What follows belongs to an exercise in optimizing a design on an open flow for a short achievable clock period and few clock cycles; a production flow would make more cautious choices. Function was checked by simulation only, so behaviour that the tests miss may differ from the original.

==> inputs of v11 <==
// processor
module processor(
    input clk,
    input reset,
    output [4:0] mem_addr,
    output [15:0] mem_wdata,
    output mem_we,
    input [15:0] mem_rdata,
    output [15:0] result
);
    reg [15:0] RA, RB, RC, RD, RE, RF, RG, RH;
    reg carry_flag, zero_flag;
    reg [4:0] addr_q;        
    reg [4:0] mem_addr_q;    
    reg fetch_q;             
    reg [4:0] resume_q;      
    reg we_q;
    reg [15:0] wdata_q;
    reg [7:0] ld_we;         
    reg ex_valid;            
    reg [2:0] ex_rd;
    reg [7:0] ex_we;         
    reg ex_sub, ex_dec, ex_rrc;
    reg rrc0_q;              
    reg [15:0] an_lo, an_hi, bn_lo, bn_hi;
    reg [15:0] fwd_an;       
    reg [15:0] fwd_bn;       
    reg [15:0] wb_q;
    reg [7:0] wb_we;
    assign mem_addr = mem_addr_q;
    assign mem_we = we_q;
    assign mem_wdata = wdata_q;
    assign result = RD;
    wire [15:0] opa, opb;
    nand3_16 sela (.a(an_lo), .b(an_hi), .c(fwd_an), .y(opa));
    nand3_16 selb (.a(bn_lo), .b(bn_hi), .c(fwd_bn), .y(opb));
    wire [15:0] gn, tn, p, con;
    gen_kill gk_inst (.a(opa), .b(opb), .gn(gn), .tn(tn));
    prop_xor px_inst (.a(opa), .b(opb), .p(p));
    ks_carry carry_inst (.gn(gn), .tn(tn), .con(con));
    wire rrc_top = ex_rrc & carry_flag;
    wire [15:0] kk, zdiff;
    wire ex_z;
    zero_carry zc_inst (.tn(tn), .subn(~ex_sub), .kk(kk));
    zero_diff zd_inst (.p(p), .kk(kk), .diff(zdiff));
    zero_tree zt_inst (.diff(zdiff), .rrc_top(rrc_top), .z(ex_z));
    wire [15:0] ps = p ^ {16{ex_sub}} ^ {rrc_top, 15'd0};
    wire [15:0] ins = mem_rdata;
    wire [2:0] cls = ins[15:13];
    wire is_load  = fetch_q & (cls == 3'b000);
    wire is_store = fetch_q & (cls == 3'b001);
    wire is_arith = fetch_q & (cls == 3'b010);
    wire is_unary = fetch_q & (cls == 3'b011);
    wire is_jmp   = fetch_q & (cls == 3'b100);
    wire is_jcc   = fetch_q & (cls == 3'b101);
    wire op_sub  = is_arith & (ins[12:11] == 2'b01);
    wire op_add  = is_arith & ~op_sub;
  ...
export LEC_CHECK = 0
export ABC_CLOCK_PERIOD_IN_PS = 2000
export CAP_MARGIN = 20
export CORE_MARGIN = 2
export CORE_UTILIZATION = 40
export SETUP_SLACK_MARGIN = 3.3
export SLEW_MARGIN = 20
export SYNTH_HIERARCHICAL = 1
export SYNTH_MINIMUM_KEEP_SIZE = 0
create_clock -name core_clock -period 5.5 [get_ports {clk}]
run.sh (not shown) runs the stock make flow with config.mk's settings and CLKGATE_MAP_FILE= SYNTH_SCRIPT=/design/flow/synth_recipe.tcl, a recipe that flattens the netlist after the stock synthesis.
==> v30: changes against v11 <==
--- a/flow/design.v
+++ b/flow/design.v
@@ -2,22 +2,38 @@
 module ALU(
     input [15:0] a,
     input s,
     output [15:0] y
 );
     assign y = ~(a & {16{s}});
 endmodule
+module mask_n(
+    input [15:0] a,
+    input s,
+    output [15:0] y
+);
+    assign y = ~(a & {16{s}});
+endmodule
 module nand3_16(
     input [15:0] a,
     input [15:0] b,
     input [15:0] c,
     output [15:0] y
 );
     assign y = ~(a & b & c);
 endmodule
+module nand4_16(
+    input [15:0] a,
+    input [15:0] b,
+    input [15:0] c,
+    input [15:0] d,
+    output [15:0] y
+);
+    assign y = ~(a & b & c & d);
+endmodule
 module gen_kill(
     input [15:0] a,
     input [15:0] b,
     output [15:0] gn,
     output [15:0] tn
 );
     assign gn = ~(a & b);
@@ -200,26 +216,28 @@
         endcase
     end
 endmodule
 module operand_prep(
     input [15:0] p1,         
     input [15:0] p2,         
     input [15:0] pd,         
-    input add, input sub, input unary_a, input shl, input rrc,
-    input inc, input dec,
-    input a_sel,             
-    input b_sel,             
+    input a_1,               
+    input a_1n,              
+    input a_d,               
+    input b_2,               
+    input b_d,               
+    input b_r,               
+    input b_one,             
+    input b_ones,            
     output [15:0] an,        
     output [15:0] bn         
 );
-    wire [15:0] a = (p1 & {16{add}}) | (~p1 & {16{sub}}) | (pd & {16{unary_a}});
-    wire [15:0] b = (p2 & {16{add | sub}}) | (pd & {16{shl}}) |
-                    ({1'b0, pd[15:1]} & {16{rrc}}) | {{15{dec}}, inc | dec};
-    assign an = ~(a & {16{a_sel}});
-    assign bn = ~(b & {16{b_sel}});
+    assign an = ~((p1 & {16{a_1}}) | (~p1 & {16{a_1n}}) | (pd & {16{a_d}}));
+    assign bn = ~((p2 & {16{b_2}}) | (pd & {16{b_d}}) | ({1'b0, pd[15:1]} & {16{b_r}}) |
+                  {{15{b_ones}}, b_one});
 endmodule
 `timescale 1ns / 1ps
 module processor(
     input clk,
     input reset,
     output [4:0] mem_addr,
     output [15:0] mem_wdata,
@@ -236,35 +254,38 @@
     reg we_q;
     reg [15:0] wdata_q;
     reg [7:0] ld_we;         
     reg ex_valid;            
     reg [2:0] ex_rd;
     reg [7:0] ex_we;         
     reg ex_sub, ex_dec, ex_rrc;
+    reg ex_subn_z;           
     reg rrc0_q;              
     reg [15:0] an_lo, an_hi, bn_lo, bn_hi;
     reg [15:0] fwd_an;       
     reg [15:0] fwd_bn;       
+    reg [15:0] fwd_bsn;      
     reg [15:0] wb_q;
     reg [7:0] wb_we;
+    reg rf_clear;            
     assign mem_addr = mem_addr_q;
     assign mem_we = we_q;
     assign mem_wdata = wdata_q;
     assign result = RD;
     wire [15:0] opa, opb;
     nand3_16 sela (.a(an_lo), .b(an_hi), .c(fwd_an), .y(opa));
-    nand3_16 selb (.a(bn_lo), .b(bn_hi), .c(fwd_bn), .y(opb));
+    nand4_16 selb (.a(bn_lo), .b(bn_hi), .c(fwd_bn), .d(fwd_bsn), .y(opb));
     wire [15:0] gn, tn, p, con;
     gen_kill gk_inst (.a(opa), .b(opb), .gn(gn), .tn(tn));
     prop_xor px_inst (.a(opa), .b(opb), .p(p));
     ks_carry carry_inst (.gn(gn), .tn(tn), .con(con));
     wire rrc_top = ex_rrc & carry_flag;
     wire [15:0] kk, zdiff;
     wire ex_z;
-    zero_carry zc_inst (.tn(tn), .subn(~ex_sub), .kk(kk));
+    zero_carry zc_inst (.tn(tn), .subn(ex_subn_z), .kk(kk));
     zero_diff zd_inst (.p(p), .kk(kk), .diff(zdiff));
     zero_tree zt_inst (.diff(zdiff), .rrc_top(rrc_top), .z(ex_z));
     wire [15:0] ps = p ^ {16{ex_sub}} ^ {rrc_top, 15'd0};
     wire [15:0] ins = mem_rdata;
     wire [2:0] cls = ins[15:13];
     wire is_load  = fetch_q & (cls == 3'b000);
     wire is_store = fetch_q & (cls == 3'b001);
@@ -277,56 +298,66 @@
     wire op_incr = is_unary & (ins[12:11] == 2'b00);
     wire op_decr = is_unary & (ins[12:11] == 2'b01);
     wire op_shl  = is_unary & (ins[12:11] == 2'b10);
     wire op_rrc  = is_unary & (ins[12:11] == 2'b11);
     wire fwd_1 = ex_valid & (ex_rd == ins[4:2]);
     wire fwd_2 = ex_valid & (ex_rd == ins[7:5]);
     wire fwd_d = ex_valid & (ex_rd == ins[10:8]);
-    wire stall = (op_rrc & fwd_d) | (is_store & fwd_2);
-    wire issue_ex = (is_arith | is_unary) & ~stall;
+    wire st_retry = is_store & fwd_2;
+    wire issue_ex = is_arith | is_unary;
     wire issue_ld = is_load;
-    wire issue_st = is_store & ~stall;
-    wire [15:0] ra_v = wb_we[0] ? wb_q : RA;
-    wire [15:0] rb_v = wb_we[1] ? wb_q : RB;
-    wire [15:0] rc_v = wb_we[2] ? wb_q : RC;
-    wire [15:0] rd_v = wb_we[3] ? wb_q : RD;
-    wire [15:0] re_v = wb_we[4] ? wb_q : RE;
-    wire [15:0] rf_v = wb_we[5] ? wb_q : RF;
-    wire [15:0] rg_v = wb_we[6] ? wb_q : RG;
-    wire [15:0] rh_v = wb_we[7] ? wb_q : RH;
+    wire issue_st = is_store;
+    wire [15:0] rf_on = {16{~rf_clear}};
+    wire [15:0] ra_v = (wb_we[0] ? wb_q : RA) & rf_on;
+    wire [15:0] rb_v = (wb_we[1] ? wb_q : RB) & rf_on;
+    wire [15:0] rc_v = (wb_we[2] ? wb_q : RC) & rf_on;
+    wire [15:0] rd_v = (wb_we[3] ? wb_q : RD) & rf_on;
+    wire [15:0] re_v = (wb_we[4] ? wb_q : RE) & rf_on;
+    wire [15:0] rf_v = (wb_we[5] ? wb_q : RF) & rf_on;
+    wire [15:0] rg_v = (wb_we[6] ? wb_q : RG) & rf_on;
+    wire [15:0] rh_v = (wb_we[7] ? wb_q : RH) & rf_on;
     wire [15:0] r1_lo, r1_hi, r2_lo, r2_hi, rd_lo, rd_hi, store_data;
     register_file read_1 (.idx(ins[3:2]), .r0(ra_v), .r1(rb_v), .r2(rc_v), .r3(rd_v),
         .r4(re_v), .r5(rf_v), .r6(rg_v), .r7(rh_v), .lo(r1_lo), .hi(r1_hi));
     register_file read_2 (.idx(ins[6:5]), .r0(ra_v), .r1(rb_v), .r2(rc_v), .r3(rd_v),
         .r4(re_v), .r5(rf_v), .r6(rg_v), .r7(rh_v), .lo(r2_lo), .hi(r2_hi));
     register_file read_d (.idx(ins[9:8]), .r0(ra_v), .r1(rb_v), .r2(rc_v), .r3(rd_v),
         .r4(re_v), .r5(rf_v), .r6(rg_v), .r7(rh_v), .lo(rd_lo), .hi(rd_hi));
     rf_read8 read_s (.idx(ins[7:5]), .r0(ra_v), .r1(rb_v), .r2(rc_v), .r3(rd_v),
         .r4(re_v), .r5(rf_v), .r6(rg_v), .r7(rh_v), .v(store_data));
     wire unary_a = op_incr | op_decr | op_shl;
-    wire a_hi_sel = is_arith ? ins[4] : ins[10];
-    wire b_hi_sel = is_arith ? ins[7] : ins[10];
-    wire a_fwd = is_arith ? fwd_1 : (unary_a & fwd_d);
-    wire b_fwd = is_arith ? fwd_2 : (op_shl & fwd_d);
+    wire a_fwd = (is_arith & fwd_1) | (unary_a & fwd_d);
+    wire b_fwd = (is_arith & fwd_2) | (op_shl & fwd_d);
+    wire bs_fwd = op_rrc & fwd_d;
+    wire n1 = ~fwd_1, n2 = ~fwd_2, nd = ~fwd_d;
     wire [15:0] an_lo_d, an_hi_d, bn_lo_d, bn_hi_d;
     operand_prep prep_lo (.p1(r1_lo), .p2(r2_lo), .pd(rd_lo),
-        .add(op_add), .sub(op_sub), .unary_a(unary_a), .shl(op_shl), .rrc(op_rrc),
-        .inc(op_incr), .dec(op_decr),
-        .a_sel(~a_fwd & ~a_hi_sel), .b_sel(~b_fwd & ~b_hi_sel),
+        .a_1(op_add & n1 & ~ins[4]), .a_1n(op_sub & n1 & ~ins[4]),
+        .a_d(unary_a & nd & ~ins[10]),
+        .b_2(is_arith & n2 & ~ins[7]), .b_d(op_shl & nd & ~ins[10]),
+        .b_r(op_rrc & nd & ~ins[10]),
+        .b_one(op_incr | op_decr), .b_ones(op_decr),
         .an(an_lo_d), .bn(bn_lo_d));
     operand_prep prep_hi (.p1(r1_hi), .p2(r2_hi), .pd(rd_hi),
-        .add(op_add), .sub(op_sub), .unary_a(unary_a), .shl(op_shl), .rrc(op_rrc),
-        .inc(op_incr), .dec(op_decr),
-        .a_sel(~a_fwd & a_hi_sel), .b_sel(~b_fwd & b_hi_sel),
+        .a_1(op_add & n1 & ins[4]), .a_1n(op_sub & n1 & ins[4]),
+        .a_d(unary_a & nd & ins[10]),
+        .b_2(is_arith & n2 & ins[7]), .b_d(op_shl & nd & ins[10]),
+        .b_r(op_rrc & nd & ins[10]),
+        .b_one(1'b0), .b_ones(1'b0),
         .an(an_hi_d), .bn(bn_hi_d));
     wire [15:0] pf = ps ^ {16{op_sub}};
     wire [15:0] fwd_an_d, fwd_bn_d, wb_d;
-    carry_mux cm_fa (.con(con), .x1(~(~pf & {16{a_fwd}})), .x0(~(pf & {16{a_fwd}})), .y(fwd_an_d));
-    carry_mux cm_fb (.con(con), .x1(~(~ps & {16{b_fwd}})), .x0(~(ps & {16{b_fwd}})), .y(fwd_bn_d));
+    wire [15:0] sum_a, sum_b;
+    carry_mux cm_fa (.con(con), .x1(~pf), .x0(pf), .y(sum_a));
+    carry_mux cm_fb (.con(con), .x1(~ps), .x0(ps), .y(sum_b));
     carry_mux cm_wb (.con(con), .x1(~ps), .x0(ps), .y(wb_d));
+    mask_n fa_mask (.a(sum_a), .s(a_fwd), .y(fwd_an_d));
+    mask_n fb_mask (.a(sum_b), .s(b_fwd), .y(fwd_bn_d));
+    wire [15:0] fwd_bsn_d;
+    mask_n fbs_mask (.a({1'b0, sum_b[15:1]}), .s(bs_fwd), .y(fwd_bsn_d));
     wire rrc_c = ex_rrc & rrc0_q;
     wire exc_1 = ~ex_dec | rrc_c;
     wire exc_0 = ex_dec | rrc_c;
     wire carry_next, zero_next;
     flag_register flag_inst (
         .coutn(con[15]), .z(ex_z),
         .c_if1(~reset & (ex_valid ? exc_1 : carry_flag)),
@@ -344,15 +375,14 @@
     wire late_z = late & (j_z1 | j_z0);
     wire late_c = late & (j_c1 | j_c0);
     wire take_early = is_load | is_store | is_jmp |
                       (j_c1 & carry_flag) | (j_c0 & ~carry_flag) |
                       (j_z1 & zero_flag) | (j_z0 & ~zero_flag);
     wire [4:0] fixed = reset ? 5'd0 :
                        ~fetch_q ? resume_q :
-                       stall ? addr_q :
                        take_early ? tgt : addr_inc;
     wire tc1 = j_c1 ? exc_1 : ~exc_1;
     wire tc0 = j_c1 ? exc_0 : ~exc_0;
     wire [4:0] zt = late_z ? (j_z1 ? tgt : addr_inc) : late_c ? 5'd0 : fixed;
     wire [4:0] zf = late_z ? (j_z0 ? tgt : addr_inc) : late_c ? 5'd0 : fixed;
     wire [4:0] ct = late_c ? (tc1 ? tgt : addr_inc) : 5'd0;
     wire [4:0] cf = late_c ? (tc0 ? tgt : addr_inc) : 5'd0;
@@ -365,45 +395,48 @@
         addr_q <= next_addr;
         mem_addr_q <= next_mem_addr;
         carry_flag <= carry_next;
         zero_flag <= zero_next;
         wb_q <= wb_d;
         fwd_an <= fwd_an_d;
         fwd_bn <= fwd_bn_d;
+        fwd_bsn <= fwd_bsn_d;
         an_lo <= an_lo_d;
         an_hi <= an_hi_d;
         bn_lo <= bn_lo_d;
         bn_hi <= bn_hi_d;
-        resume_q <= fetch_q ? addr_inc : resume_q;
+        resume_q <= ~fetch_q ? resume_q : st_retry ? addr_q : addr_inc;
         wdata_q <= store_data;
-        rrc0_q <= ins[10] ? rd_hi[0] : rd_lo[0];
+        rrc0_q <= bs_fwd ? ps[0] : ins[10] ? rd_hi[0] : rd_lo[0];
         ex_rd <= ins[10:8];
         ex_sub <= op_sub;
+        ex_subn_z <= ~op_sub;
         ex_dec <= op_decr;
         ex_rrc <= op_rrc;
     end
     always @(posedge clk) begin
         if (reset) begin
             fetch_q <= 1'b1;
             we_q <= 1'b0;
             ld_we <= 8'd0;
             ex_valid <= 1'b0;
             ex_we <= 8'd0;
             wb_we <= 8'd0;
         end else begin
             fetch_q <= ~(issue_ld | issue_st);
-            we_q <= issue_st;
+            we_q <= issue_st & ~st_retry;
             ld_we <= issue_ld ? (8'd1 << ins[10:8]) : 8'd0;
             ex_valid <= issue_ex;
             ex_we <= issue_ex ? (8'd1 << ins[10:8]) : 8'd0;
             wb_we <= ex_we;
         end
     end
     always @(posedge clk) begin
-        if (reset) begin
+        rf_clear <= reset;
+        if (rf_clear) begin
             RA <= 16'h0000; RB <= 16'h0000; RC <= 16'h0000; RD <= 16'h0000;
             RE <= 16'h0000; RF <= 16'h0000; RG <= 16'h0000; RH <= 16'h0000;
         end else begin
             if (ld_we[0]) RA <= mem_rdata; else if (wb_we[0]) RA <= wb_q;
             if (ld_we[1]) RB <= mem_rdata; else if (wb_we[1]) RB <= wb_q;
             if (ld_we[2]) RC <= mem_rdata; else if (wb_we[2]) RC <= wb_q;
             if (ld_we[3]) RD <= mem_rdata; else if (wb_we[3]) RD <= wb_q;
==> flow/config.mk (replaced) <==
export PLATFORM = sky130hd
export DESIGN_NAME = processor
export DESIGN_NICKNAME = processor
export VERILOG_FILES = /design/flow/design.v
export SDC_FILE = /design/flow/constraint.sdc
export NUM_CORES = 4
export LEC_CHECK = 0
export ABC_CLOCK_PERIOD_IN_PS = 2000
export CAP_MARGIN = 20
export CORE_MARGIN = 2
export CORE_UTILIZATION = 60
export SETUP_SLACK_MARGIN = 3.6
export SLEW_MARGIN = 20
export SYNTH_HIERARCHICAL = 1
export SYNTH_MINIMUM_KEEP_SIZE = 0
==> flow_metrics.tcl <==
set metrics [dict create \
    nFillCells 4349 \
    dpl-instance-area_um2 19700 \
    start_kind "input port" \
    outcome "timing/DRC/antenna clean" \
    syn_area_um2 19100 \
    nFlopsAndLatches 307 \
]
Source of the figures above: v11

==> flow_metrics.tcl <==
set metrics [dict create \
    n_all_buffers 298 \
    start_kind "register" \
    syn_area_um2 19500 \
    hp-start "ex_we[7]" \
    required_ns 5.93 \
    nFillCells 1714 \
    outcome "timing/DRC/antenna clean" \
    cp-startpoint "bn_lo[3]" \
    nFlopsAndLatches 325 \
    drt_iter0_drc 2901 \
]
Source of the figures above: v30

Testbench counts of v11, summed over its fixed seeds: cycles 20,108.
Testbench counts of v30, summed over its fixed seeds: cycles 20,130.

-- what the ideal ports hide --
Ports are ideal in the flow. The routed layouts listed here were re-timed in OpenROAD. Step 1 sets driving cells, clkbuf_16 on the clock port and buf_2 on the other inputs (assumed; they add their load-dependent delay and slew). Step 2 adds t to the input delays and takes it off the output delays; t is the mean of the earliest and latest rising clock arrival at the registers after step 1. Input paths then give back, and output paths get back, about the clock's delay inside the block. Three values: ideal, step 1, step 2; two values: the first two.
| run | t (ns) | slack for setup (ns) | hold WS [ns] | clock arrival spread, ns | worst slew at a driven data input, ns |
|---|---|---|---|---|---|
| v11 | 0.616 | 3.200 / 3.116 / 2.500 | 0.433 / 0.433 / 0.433 | 0.024 / 0.024 | 0.19 |
| v30 | 0.613 | 3.178 / 3.178 / 2.643 | 0.436 / 0.436 / 0.436 | 0.032 / 0.032 | 0.28 |
After both steps setup and hold are still met in every run listed. The setup slack of v11, which loses most, moves by -0.084 ns with the drivers and by -0.700 ns with both steps.
